Context: an optimization exercise on an open-source flow, tuned for small area. The choices shown serve that exercise and are no tape-out recipe.
Only simulation tests tie the RTL to the original design; equivalence was not proved.

raven:
==> module counter, before the edit <==
module counter(clk, rst, ena, dout);
    parameter NDATA = 128;
    localparam NDATA_LOG = $clog2(NDATA);
    input clk;
    input rst;
    input ena;
    output reg [NDATA_LOG-1:0] dout;
    wire [NDATA_LOG-1:0] dout_next;
    assign dout_next = dout + {{(NDATA_LOG-1){1'd0}}, 1'd1};
    always @ (posedge clk or negedge rst) begin
        if (!rst)
            dout <= {NDATA_LOG{1'd0}};
        else
            if (!ena)
                dout <= dout_next;
    end
endmodule
==> module ssl, before the edit <==
module ssl(clk, erst, din, dIdA, dIdB, dIdC, dSsA);
    input clk;
    input erst;
    input [3:0] din;
    output [6:0] dIdA;
    output [6:0] dIdB;
    output [6:0] dIdC;
    output [20:0] dSsA;
    wire rst;
    wire ena;
    wire [6:0] cntin;
    wire [3:0] dline;
    wire [127:0] dinRef;
    reg ph;
    reg valid0, valid1;
    rst_synch #(4, 2) rstSynchInst (
        .clk (clk),
        .erst (erst),
        .rst (rst),
        .ena (ena)
    );
    counter #(128) counterInst (
        .clk (clk),
        .rst (rst),
        .ena (ena),
        .dout (cntin)
    );
    input_buff inputBuffInst (
        .din (din),
        .clk (clk),
        .rst (rst),
        .ena (ena),
        .dout (dline)
    );
    always @ (posedge clk or negedge rst) begin
        if (!rst) begin
            ph <= 1'b0;
            valid0 <= 1'b0;
            valid1 <= 1'b0;
        end
        else if (cntin == 7'd127) begin
            ph <= ~ph;
            valid0 <= 1'b1;
            valid1 <= valid0;
        end
    end
    wire cnt0 = (cntin == 7'd0);
    wire first = (cntin == 7'd1);
    wire inwin = (cntin != 7'd0) && (cntin < 7'd125);
    wire [6:0] lag = cntin - 7'd1;
    shift_reg refInst (
        .din (dline[0]),
        .clk (clk),
        .load (cnt0),
        .dout (dinRef)
    );
    proc_array procArrayA (
        .dinRef (dinRef), .din (dline[1]), .clk (clk), .rst (rst),
        .ph (ph), .phn (~ph), .first (first), .inwin (inwin), .lag (lag),
        .cnt0 (cnt0), .valid (valid1), .dout (dIdA)
    );
    proc_array procArrayB (
        .dinRef (dinRef), .din (dline[2]), .clk (clk), .rst (rst),
        .ph (ph), .phn (~ph), .first (first), .inwin (inwin), .lag (lag),
        .cnt0 (cnt0), .valid (valid1), .dout (dIdB)
    );
    proc_array procArrayC (
        .dinRef (dinRef), .din (dline[3]), .clk (clk), .rst (rst),
        .ph (ph), .phn (~ph), .first (first), .inwin (inwin), .lag (lag),
        .cnt0 (cnt0), .valid (valid1), .dout (dIdC)
    );
    output_proc outputProcA (
        .din (dIdA),
        .clk (clk),
        .rst (rst),
        .load (cntin == 7'd4),
        .dout (dSsA)
    );
endmodule
Settings: LEC_CHECK=0, CAP_MARGIN=20, CORE_MARGIN=2, CORE_UTILIZATION=65, SLEW_MARGIN=20, SYNTH_HIERARCHICAL=1, SYNTH_MINIMUM_KEEP_SIZE=0; clock period 15.0 ns.
standard.sh (not shown) runs the stock make flow with config.mk's settings and CLKGATE_MAP_FILE= SYNTH_SCRIPT=/design/flow/synth_recipe.tcl, a recipe that flattens the netlist after the stock synthesis.
==> flow/flow/run.sh <==
#!/bin/bash
# Own layout flow: the standard synthesis, then the standard ORFS layout
# with these changes (settings in flow/knobs.sh):
#  * combinational cells in the synthesized netlist start at their smallest
#    drive strength (downsize.py); repair_design and repair_timing size up
#    whatever needs it;
#  * floorplan removes synthesis buffers instead of sizing on wire-load
#    estimates (REMOVE_ABC_BUFFERS);
#  * the port buffers are the smallest buffer cell;
#  * CTS uses the clock buffer and clustering in knobs.sh and no dummy loads.
set -euo pipefail
R=orfs/results/${FLOW_PLATFORM}/ssl/base
source flow/knobs.sh

bash standard.sh synth > synth.log 2>&1
cp $R/1_2_yosys.v synth_netlist.v
python3 flow/downsize.py $R/1_2_yosys.v > downsize.log 2>&1

CTS="-sink_clustering_enable -repair_clock_nets -dont_use_dummy_load"
CTS="$CTS -buf_list $CTS_BUF $CTS_EXTRA"
bash standard.sh REMOVE_ABC_BUFFERS=1 "CTS_ARGS=$CTS" \
    "BUFFER_PORTS_ARGS=-buffer_cell sky130_fd_sc_hd__buf_1" \
    $EXTRA_VARS finish > layout.log 2>&1
Other scripts of this flow, unchanged in this note and not shown: flow/flow/downsize.py, flow/flow/knobs.sh
raven ended with every stage complete and zero timing, DRC or antenna violations.
The following lists how quartz was set up differently from raven:
diff --git a/flow/design.v b/flow/design.v
--- a/flow/design.v
+++ b/flow/design.v
@@ -18,24 +18,19 @@
         end
     end
 endmodule
 `timescale 1ns/100ps
 module counter(clk, rst, ena, dout);
-    parameter NDATA = 128;
-    localparam NDATA_LOG = $clog2(NDATA);
     input clk;
     input rst;
     input ena;
-    output reg [NDATA_LOG-1:0] dout;
-    wire [NDATA_LOG-1:0] dout_next;
-    assign dout_next = dout + {{(NDATA_LOG-1){1'd0}}, 1'd1};
+    output reg [6:0] dout;
     always @ (posedge clk or negedge rst) begin
         if (!rst)
-            dout <= {NDATA_LOG{1'd0}};
-        else
-            if (!ena)
-                dout <= dout_next;
+            dout <= 7'd127;
+        else if (!ena)
+            dout <= dout + 7'd1;
     end
 endmodule
 `timescale 1ns/100ps
 module shift_reg(din, clk, load, dout);
     input din;
@@ -1155,11 +1150,11 @@
         .clk (clk),
         .erst (erst),
         .rst (rst),
         .ena (ena)
     );
-    counter #(128) counterInst (
+    counter counterInst (
         .clk (clk),
         .rst (rst),
         .ena (ena),
         .dout (cntin)
     );
@@ -1174,20 +1169,20 @@
         if (!rst) begin
             ph <= 1'b0;
             valid0 <= 1'b0;
             valid1 <= 1'b0;
         end
-        else if (cntin == 7'd127) begin
+        else if (cntin == 7'd126) begin
             ph <= ~ph;
             valid0 <= 1'b1;
             valid1 <= valid0;
         end
     end
-    wire cnt0 = (cntin == 7'd0);
-    wire first = (cntin == 7'd1);
-    wire inwin = (cntin != 7'd0) && (cntin < 7'd125);
-    wire [6:0] lag = cntin - 7'd1;
+    wire cnt0 = (cntin == 7'd127);
+    wire first = (cntin == 7'd0);
+    wire inwin = (cntin < 7'd124);
+    wire [6:0] lag = cntin;
     shift_reg refInst (
         .din (dline[0]),
         .clk (clk),
         .load (cnt0),
         .dout (dinRef)
@@ -1209,9 +1204,9 @@
     );
     output_proc outputProcA (
         .din (dIdA),
         .clk (clk),
         .rst (rst),
-        .load (cntin == 7'd4),
+        .load (cntin == 7'd3),
         .dout (dSsA)
     );
 endmodule
- In the metrics for raven and quartz, the one carrying the higher met3 layer wire length in the routed design is raven.
- [quartz vs raven] met1 routing resource usage after global routing: lower in quartz
- Number of multi-input combinational cells, quartz vs raven: down slightly
- Die width delta (raven -> quartz): insignificant
- Sequential cell count came out exactly the same in raven and quartz.
- Final critical delay including setup and external delays (quartz over raven): decrease, 0.024 ns
- Met2 wire length: quartz vs raven — no meaningful difference
- quartz: slack of the critical path 0.024 ns above raven
- raven -> quartz: core utilization flat
- The die area in quartz was lower than what raven gave.
- Looking at number of CTS-inserted buffers, quartz sits 1 above raven.
- Re number of clock buffer instances in the layout: quartz is 1 up on raven.
- Diff quartz..raven | growth of design area from synthesis to finish | negligible
- Compared with raven, quartz instantiates a smaller number of cells.

==> re-timing with driven ports <==
Ports are ideal in the flow. The routed layouts listed here were re-timed in OpenROAD.
Step 1 assumes that a clkbuf_16 drives the clock port and a buf_2 every other input.
Step 2 adds t to the input delays and takes it off the output delays; t is the mean of the earliest and latest rising clock arrival at the registers after step 1. Input paths then give back, and output paths get back, about the clock's delay inside the block.
Three values: no drivers, after step 1, after step 2; two values: the first two.
run	t (ns)	setup slack, ns	worst register clock-pin slew, ns	worst slew at a driven data input, ns	cell pins on the clock port's net
raven	1.004	4.533 / 4.533 / 4.533	0.11 / 0.11	0.03	1
quartz	0.971	4.557 / 4.557 / 4.557	0.11 / 0.11	0.03	1
After both steps setup and hold are still met in every run listed.
